Source: an optimization exercise on an open RTL-to-GDS flow (aim: small area, a short achievable clock period and few clock cycles per item). Production flows keep margins and buffers that such runs may drop.
No functional check of the RTL was part of any run shown here.
Power figures rest on the tool's default switching activity, not on a simulated workload.

==> flow/design.v (outline; a module is shown in full before it is edited, if it fits) <==
// module verilog_multiplier: 1123 lines
module verilog_multiplier(clk, rst, ready, op1, op2, res, done);
  // ...
==> flow/run.sh <==
#!/bin/bash
# synth_recipe.tcl (not shown) runs the flow's synth.tcl, then flattens the netlist and writes it again
# the make line also repeats each setting of config.mk as NAME=value (left out here)
make -C /OpenROAD-flow-scripts/flow DESIGN_CONFIG=/design/flow/config.mk WORK_HOME=/design/flow/orfs CLKGATE_MAP_FILE= SYNTH_SCRIPT=/design/flow/synth_recipe.tcl finish
==> flow/config.mk <==
export PLATFORM = sky130hd
export DESIGN_NAME = verilog_multiplier
export DESIGN_NICKNAME = verilog_multiplier
export VERILOG_FILES = /design/flow/design.v
export SDC_FILE = /design/flow/constraint.sdc
export NUM_CORES = 4
export LEC_CHECK = 0
export CAP_MARGIN = 20
export CORE_MARGIN = 2
export CORE_UTILIZATION = 40
export SETUP_SLACK_MARGIN = 1.5
export SLEW_MARGIN = 20
==> flow/constraint.sdc <==
create_clock -name core_clock -period 8.0 [get_ports {clk}]
set_input_delay 1.6000 -clock core_clock [delete_from_list [all_inputs] [get_ports {clk}]]
set_output_delay 1.6000 -clock core_clock [all_outputs]
set_load 0.01 [all_outputs]
==> qor.yml, run 1 <==
area_of_the_core_sq_mm: 0.06458
synth_nets: 3724
start_util_pct: 40.56
timing.critical_path.from_type: "flop"
power_switching_share_pct: 53.87
detailed_place.area_sq_mm: 0.02814
fp.dieH_microns: 259.9
finalWirelength_microns: 84220
cp_num_buf_inv: 4
synth.avg_cell_area_sq_um: 8.486
synth_largest_type_area_fraction_pct: 37.07
crit_path_max_fanout: 11
clk_latency_ns: 0.37
cpLargestDelayFamily: "simple AND/OR/NAND/NOR gates"
worst_r2r_endpoint: "S[19]"
dp_slack_ns: 1.064
static-leakage-power_uw: 0.01365
m1WireLength_microns: 37070
run_status: "timing/DRC/antenna clean"
root_buffer: "clkbuf_16"
detailed_place_hpwl_microns: 64760
antenna_violations_before_repair: 2
timing.rr.start: "C[12]"
uppermost_signal_routing_layer_after_detailed_routing: "met4"
setup_fix_buffers_added_after_clock_tree_synthesis: 12
hold_slack_ns: 0.5810
layout.non_clock_inverters: 479
grt_pass1_vias: 22229
busiest_layer: "met2"
worst-endpoint-arrival_ns: 4.71
vias: 21795
internal-power_uw: 5185
dp.cells: 3924
avgViaCountPerCell: 5.482
max_clock_skew_ns: 0.01497
==> run 2: changes to the inputs <==
--- a/flow/design.v
+++ b/flow/design.v
@@ -1040,24 +1040,24 @@
 assign t_1006 = t_838 ^ t_919 ^ t_920;
 assign t_1007 = (t_838 & t_919) | (t_838 & t_920) | (t_919 & t_920);
 assign t_1008 = t_839 ^ t_922 ^ t_921;
 assign t_1009 = (t_839 & t_922) | (t_839 & t_921) | (t_922 & t_921);
 assign t_1010 = (a[23] & b[22]) ^ (a[22] & b[23]) ^ t_923;
 assign t_1011 = ((a[23] & b[22]) & (a[22] & b[23])) | ((a[23] & b[22]) & t_923) | ((a[22] & b[23]) & t_923);
 assign tree_s = {1'b0, t_1011, t_1009, t_1007, t_1005, t_1003, t_1001, t_999, t_997, t_995, t_993, t_991, t_989, t_987, t_985, t_983, t_981, t_979, t_977, t_975, t_973, t_971, t_969, t_967, t_965, t_963, t_961, t_959, t_957, t_955, t_953, t_951, t_949, t_947, t_945, t_943, t_941, t_939, t_937, t_935, t_933, t_931, t_929, t_927, t_925, t_924, (a[1] & b[0]), (a[0] & b[0])};
 assign tree_c = {1'b0, (a[23] & b[23]), t_1010, t_1008, t_1006, t_1004, t_1002, t_1000, t_998, t_996, t_994, t_992, t_990, t_988, t_986, t_984, t_982, t_980, t_978, t_976, t_974, t_972, t_970, t_968, t_966, t_964, t_962, t_960, t_958, t_956, t_954, t_952, t_950, t_948, t_946, t_944, t_942, t_940, t_938, t_936, t_934, t_932, t_930, t_928, t_926, (a[0] & b[2]), (a[0] & b[1]), 1'b0};
-    wire [47:0] p = S + C;
+    wire rnd = (st == IDLE) & ~nornd;
+    wire [47:0] q0 = S + C + {25'd0, rnd, 22'd0};
+    wire [47:0] q1 = S + C + {24'd0, 1'b1, 23'd0};
+    wire [47:0] p = q0;
     wire top = p[47];
     wire p46 = p[46];
-    wire [24:0] w0 = p[47:23];
-    wire [24:0] w1 = w0 + 25'd1;
-    wire r = p[22] & ~nornd;
-    wire hi = top | (r & w1[24]);
-    wire [22:0] field = top ? w1[23:1] : r ? w1[22:0] : w0[22:0];
+    wire hi = q0[47];
+    wire [22:0] field = hi ? q1[46:24] : q0[45:23];
     wire [9:0] e1 = E + 10'd1;
     wire [7:0] ex = hi ? e1[7:0] : E[7:0];
     wire ovf = hi ? e1[8] : E[8];
     assign res[31] = sgn;
     assign res[30:23] = fz ? 8'd0 : ovf ? 8'hff : ex;
     assign res[22] = fnan | (~fz & ~ovf & field[22]);
     assign res[21:0] = (fz | ovf) ? 22'd0 : field[21:0];
     wire e_pos = ~E[9] & (E != 10'd0);      
==> qor.yml, run 2 <==
synthSimpleGateAreaFrac_pct: 22.82
timing.critical_path.from_type: "flop"
final-max-slew-violation-count: 0
multi_input_area_sq_mm: 0.02191
cts_hold_buf: 0
mux_cell_area_share_after_synthesis_pct: 2.019
drive_gt1_share_pct: 10.92
tritoncts: "yes"
ctsHtreeMaxLevel: 3
synth_seq_cells: 111
grtUsageTotal_pct: 25.74
most-common-layout-cells: "485 x inv_1, 484 x fa_1, 387 x nand2_1, 365 x and2_1, 134 x nor2_1"
netlist_top_cells_area: "fa_1 37%, and2_1 8.8%, dfxtp_1 7.1%, inv_1 7.0%, nand2_1 5.6%"
pin_count: 100
synth_nets: 3744  # +0.54%
dp_slack_ns: 0.2890  # -0.7750 ns
setup_violations: 0
worstHoldPathType: "flop to flop"
final_util_pct: 45.69
fin_crit_ns: 6.564
avgViaCountPerCell: 5.565  # +1.5%
drt_drc_violations_left: 0
clock-sinks: 111
grt_start_max_net_pins: 89
synth.avg_cell_area_sq_um: 8.423  # -0.74%
synth_warnings: 1
report.final.hold_viol_count: 0
post_synth_adder_cell_area_pct: 41.29
n_fill_cell: 6441
synth_ff_type: "dfxtp_1"
clk_latency_ns: 0.37  # about the same
worst_slack_ns: 1.436
finalNetCount: 3794
netlist_instances: 3105
cp_num_buf_inv: 3  # -1
critical-path-slowest-cell: "or4_4"
avgRoutedWirePerCell_microns: 21.62
drt_iter0_markers: 1591
yosysTopAreaCell: "fa_1"
synth_async_sr_flop_share_pct: 2.703
dr.pass1.iters: 6
ctsLongestPathBuffers: 2
detailed_place_hpwl_microns: 66740  # +3.1%
setup-tns-final_ns: 0
final_common_cell: "inv_1"
synth_largest_type_area_fraction_pct: 37.13  # +0.060 points
root_buffer: "clkbuf_16"
clk_transition_reported_paths_ns: 0.07
synthesized_cell_area_sq_mm: 0.02615
drt.antenna.violating_nets: 0
unrepaired_setup_endpoints_after_global_routing: "true"
synth_sequential_area_ratio_pct: 9.128
synth_top_cells_by_count: "485 x fa_1, 485 x inv_1, 391 x nand2_1"
synth_compound_area_share_pct: 11.53
area_growth_pct: 12.82
max_clock_skew_ns: 0.01603  # +0.001057 ns
vias: 22348  # +2.5%
finalWirelength_microns: 86850  # +3.1%
top_register: "S"
critical_path.endpoint_type: "output pin"
std_cell_rows: 93
timing.slew.headroom_pct: 32.68
slowest_stage_delay_on_critical_path_ns: 0.48
powerDensity_mw_per_mm2: 384.9
peak_supply_drop_uv: 286.3
fp.dieH_microns: 259.7  # about the same
worstMarginPinSlew_ns: 1.007
largest_reg_flops: 48
start_util_pct: 40.50  # -0.066 points
gp_routability_congestion: 0.9649
gr-total-overflow: 0
synth_top_family_by_area: "adder cells"
crit_path_max_fanout: 7  # -4
cts_made_buffers: 9
worst-setup-path-type: "flop to output pin"
antenna_violations_before_repair: 2  # unchanged
regArea_sq_mm: 0.002390
max_freq_mhz: 152.3
grt_first_pass_wirelength_microns: 133900
cp_cell_sequence: "ha_2 > fa_2 > a211oi_4 > buf_4 > o211a_1 > nor3_4 > o21a_4 > nor3_1 > nand4bb_4 > or3_4 > or4_4 > or4_4 > nand2_4 > nor3_2 > or3_4 > buf_6 > a211oi_4 > buf_2"
yosys.cell_types.count: 97
cpLargestDelayFamily: "simple AND/OR/NAND/NOR gates"
numPortBuffers: 99
run_status: "timing/DRC/antenna clean"
period_share_pct: 82.05
static-leakage-power_uw: 0.01340  # -1.8%
yosys.area_share.xor_xnor_pct: 3.215
worst-endpoint-arrival_ns: 4.96  # +0.25 ns
grt_pass1_vias: 22906  # +3.0%
synth_edf_count: 15
registers_with_the_highest_flip_flop_counts: "S x48, C x46, E x10"
required_time_of_the_critical_path_ns: 6.40
fp.dieW_microns: 259.7
maxCapViolations: 0
die_area_sq_mm: 0.06744
area_of_the_core_sq_mm: 0.06458  # unchanged
## run 2: cell type report
cell class / count / share of cell area (%)
clock inverter: 5 / 0.1357
inverter: 486 / 6.183
antenna: 1 / 0.008481
tap: 855 / 3.626
sequential: 111 / 8.099
timing repair buffer: 231 / 6.861
clock buffer: 11 / 0.8227
multi-input combinational: 2316 / 74.26
## run 2: worst reg2reg max path, delay by kind of cell (launching register included)
kind,cells,cell delay (ns)
AND/OR/NAND/NOR,6,2.35
AO/OA/AOI/OAI,7,2.05
adder cells (fa/ha/maj),2,0.57
buffers and inverters,2,0.30
flip-flops,1,0.30
## run 2: worst paths after layout
path | startpoint | end | slack (ns) | cells past startpoint
max | C[1] | res[19] | 1.44 | 18
min | S[0] | S[1] | 0.48 | 2
min reg2reg | S[0] | S[1] | 0.48 | 2
max reg2reg | C[1] | S[6] | 2.36 | 17
min in group asynchronous | rst | done | 1.40 | 2
max in group asynchronous | rst | st[0] | 6.47 | 2
## run 2: power breakdown
part	switching, uW	internal [uW]	total [uW]
sequential	176	910	1090
combinational	5880	3950	9830
clock	217	223	440
## run 2: repair_timing
item                       4_1_cts  5_1_grt
setup endpoints to repair       36       41
cloned                           2        3
resized for setup              186      125
pin swaps                       23       32
buffers inserted                24       22
## run 2: per-stage QoR
stage               std cells  power [uW]  hold WS (ns)  instance area [sq um]
detailed placement       3948       10170        0.4636                  28090
CTS                      3990       10840        0.4755                  28750
global placement         3948       10090        0.4593                  28090
global route             4016       12390        0.5083                  29510
finish                   4016       11360        0.4777                  29510
floorplan                3105        7158        0.4292                  26160
## run 2: cells by family (layout without fill, tap and decap cells)
group,Yosys count,in the layout
AND/OR/NAND/NOR,1164,1164
AO/OA/AOI/OAI,432,432
buffers and inverters,678,733
XOR/XNOR,96,96
flip-flops,111,111
other,0,1
multiplexers,52,52
adder cells (fa/ha/maj),572,572
## run 2: metal layers
metal  up-vias  track usage, %  wire (microns)
met5         -               0               0
met4         0           7.886            2903
met3       172           4.454            6699
met2       889           41.44           39810
met1     11336           35.39           37430
li1       9951               -               -
==> run 3: changes to the inputs <==
--- a/flow/config.mk
+++ b/flow/config.mk
@@ -8,5 +8,5 @@
 export CAP_MARGIN = 20
 export CORE_MARGIN = 2
 export CORE_UTILIZATION = 40
-export SETUP_SLACK_MARGIN = 1.5
+export SETUP_SLACK_MARGIN = 2.5
 export SLEW_MARGIN = 20
==> qor.yml, run 3 <==
hold_slack_ns: 0.5060  # +0.02829 ns
min_from: "S[0]"
max_freq_mhz: 149.4  # -1.9%
crit_path_max_fanout: 5  # -2
worstMarginPinSlew_ns: 1.034  # +0.02681 ns
most-common-layout-cells: "463 x inv_1, 449 x fa_1, 378 x nand2_1, 347 x and2_1, 139 x nor2_1"
start_util_pct: 40.50  # unchanged
fin_crit_ns: 6.695  # +0.1303 ns
timing.critical_path.to: "res[2]"
avgViaCountPerCell: 5.594  # +0.52%
peak_supply_drop_uv: 270.4  # -5.6%
clk_transition_reported_paths_ns: 0.07  # about the same
root_buffer: "clkbuf_16"
std_cell_rows: 93  # unchanged
antenna_violations_before_repair: 1  # -1
timing.critical_path.from_type: "flop"
netlist_instances: 3105  # unchanged
die_area_sq_mm: 0.06744  # unchanged
period_share_pct: 83.68  # +1.6 points
tritoncts: "yes"
worst_r2r_endpoint: "S[3]"
synth_edf_count: 15  # unchanged
reg2reg_setup_slack_ns: 2.56  # +0.20 ns
timing.reg2reg.worst_path_depth: 17  # unchanged
max_clock_skew_ns: 0.01743  # +0.001401 ns
ctsHtreeMaxLevel: 3  # unchanged
top_register: "S"
clk_latency_ns: 0.38  # about the same
setup-tns-final_ns: 0  # unchanged
drt_iter0_markers: 1925  # +21%
synth_seq_cells: 111  # unchanged
numPortBuffers: 99  # unchanged
final_common_cell: "inv_1"
area_growth_pct: 17.26
pin_count: 100  # unchanged
timing.rr.start: "C[16]"
synth_sequential_area_ratio_pct: 9.128  # unchanged
largest_reg_flops: 48  # unchanged
drive_gt1_share_pct: 15.72  # +4.8 points
ctsLongestPathBuffers: 2  # unchanged
timing.slew.headroom_pct: 30.56  # -2.1 points
vias: 22727  # +1.7%
powerDensity_mw_per_mm2: 401.6  # +4.3%
gp_routability_congestion: 0.9940  # +3.0%
worst-endpoint-arrival_ns: 5.09  # +0.13 ns
setup_violations: 0  # unchanged
area_of_the_core_sq_mm: 0.06458  # unchanged
final-max-slew-violation-count: 0  # unchanged
report.final.hold_viol_count: 0  # unchanged
grt_start_max_net_pins: 82  # -7.9%
cts_hold_buf: 0  # unchanged
synth_warnings: 1  # unchanged
synth_nets: 3744  # unchanged
drt_drc_violations_left: 0  # unchanged
finalNetCount: 3841  # +1.2%
static-leakage-power_uw: 0.01376  # +2.7%
final_util_pct: 47.49  # +1.8 points
worstHoldPathType: "flop to flop"
grtUsageTotal_pct: 27.31  # +1.6 points
grt_first_pass_wirelength_microns: 141200  # +5.5%
synth_top_cells_by_count: "485 x fa_1, 485 x inv_1, 391 x nand2_1"
cts_made_buffers: 9  # unchanged
maxCapViolations: 0  # unchanged
synthesized_cell_area_sq_mm: 0.02615  # unchanged
dr.pass1.iters: 6  # unchanged
synth_ff_type: "dfxtp_1"
grt_pass1_vias: 23609  # +3.1%
critical_path.endpoint_type: "output pin"
registers_with_the_highest_flip_flop_counts: "S x48, C x46, E x10"
gr-total-overflow: 0  # unchanged
unrepaired_setup_endpoints_after_global_routing: "true"
fp.dieH_microns: 259.7  # unchanged
synth.avg_cell_area_sq_um: 8.423  # unchanged
required_time_of_the_critical_path_ns: 6.40  # about the same
run_status: "timing/DRC/antenna clean"
yosys.cell_types.count: 97  # unchanged
fp.dieW_microns: 259.7  # unchanged
yosysTopAreaCell: "fa_1"
drt.antenna.violating_nets: 0  # unchanged
avgRoutedWirePerCell_microns: 22.73  # +5.1%
detailed_place_hpwl_microns: 67920  # +1.8%
synth_async_sr_flop_share_pct: 2.703  # unchanged
worst-setup-path-type: "flop to output pin"
synth_largest_type_area_fraction_pct: 37.13  # unchanged
finalWirelength_microns: 92350  # +6.3%
netlist_top_cells_area: "fa_1 37%, and2_1 8.8%, dfxtp_1 7.1%, inv_1 7.0%, nand2_1 5.6%"
critical_path.startpoint: "S[1]"
clock-sinks: 111  # unchanged
## run 3: cell count changes in the layout (fill, tap and decap cells not counted), sizes merged, moves of 2 or more
cell and delta:
clkdlybuf4s15 +9, clkbuf +15, buf +76, dlygate4sd2 -2, bufbuf +3, clkdlybuf4s50 -35, clkinv -3, dlymetal6s2s -19
## run 3: layer usage
layer  GRT usage (%)  up-vias  part of all wire (%)
met5               0        -                     0
met4           9.818        0                   3.7
met3           3.207      179                   7.4
met2           44.22      937                    46
met1           37.71    11557                    43
li1                -    10054                     -
## run 3: repair_timing
| item | 4_1_cts | 5_1_grt |
|---|---|---|
| endpoints found under the setup margin | 118 | 98 |
| gates resized for setup | 501 | 172 |
| pin swaps | 59 | 76 |
| cloned | 9 | 7 |
| buffers inserted | 49 | 37 |
## run 3: kinds of logic after synthesis
logic type	Yosys count	synth area share [%]
flops	111	9.128
xor+xnor	96	3.215
simple gates	1164	22.82
mux	52	2.019
fa+ha+maj	572	41.29
compound gates	432	11.53
buf+inv	678	9.994
## run 3: worst min path at each step
| stage | end | slack, ns | cells past startpoint |
|---|---|---|---|
| 2_1_floorplan | S[1] | 0.43 | 2 |
| 3_3_place_gp | S[1] | 0.45 | 2 |
| 3_5_place_dp | S[1] | 0.48 | 2 |
| 4_1_cts | S[1] | 0.50 | 2 |
| 5_1_grt | S[1] | 0.53 | 2 |
| 6_report | S[1] | 0.51 | 2 |
## run 3: layout make-up
class                      count  area [sq um]
antenna                        1         2.502
clock buffer                  13         250.2
clock inverter                 3         43.79
fill                        6272         33910
inverter                     486          1824
multi-input combinational   2318         22140
sequential                   111          2389
tap                          855          1070
timing repair buffer         276          2948
## run 3: worst max-delay path, cell delays in order (launching register included)
cell and delay [ns]:
dfxtp_2 0.33, ha_4 0.16, fa_2 0.37, a211oi_4 0.29, o21ai_2 0.13, a41oi_2 0.26, a21o_1 0.25, xnor2_2 0.15
ha_2 0.22, nand2_2 0.06, or3_4 0.39, or4_4 0.44, or4_4 0.49, nand2_8 0.09, nor3_2 0.04, or3_4 0.46
buf_6 0.16, buf_12 0.14, a211oi_4 0.14, buf_2 0.16
## run 3: stage by stage
| step | cell area, sq um | setup WS, ns | std cells | power [uW] |
|---|---|---|---|---|
| after CTS | 29710 | 1.287 | 4018 | 11590 |
| after floorplan | 26800 | 1.769 | 3105 | 7515 |
| after detailed placement | 28420 | 0.3356 | 3944 | 10640 |
| after global placement | 28420 | 0.4978 | 3944 | 10590 |
| final | 30670 | 1.305 | 4063 | 12320 |
| after global routing | 30660 | 1.090 | 4062 | 13290 |
## run 3: power by group
group / total (uW) / internal (uW) / leakage [uW] / switching [uW]
clock network: 469 / 252 / 0.000140 / 216
registers: 1080 / 909 / 0.000968 / 175
logic: 10800 / 4430 / 0.0127 / 6330

==> port drivers added, routing unchanged <==
Ports are ideal in the flow. The routed layouts listed here were re-timed in OpenROAD.
Step 1 assumes that a clkbuf_16 drives the clock port and a buf_2 every other input.
Step 2 adds t to the input delays and takes it off the output delays; t is the mean of the earliest and latest rising clock arrival at the registers after step 1. Input paths then give back, and output paths get back, about the clock's delay inside the block.
Slacks: ideal ports / drivers / drivers and shift; pairs: ideal ports / drivers.
| run | shift t [ns] | setup WS [ns] | cell pins on the clock port's net |
|---|---|---|---|
| run 1 | 0.416 | 1.690 / 1.639 / 1.326 | 1 |
| run 2 | 0.406 | 1.436 / 1.392 / 1.286 | 1 |
| run 3 | 0.417 | 1.305 / 1.257 / 1.675 | 1 |
After both steps every run listed still meets setup and hold. The setup slack of run 1, which loses most, moves by -0.051 ns with the drivers and by -0.364 ns with both steps.
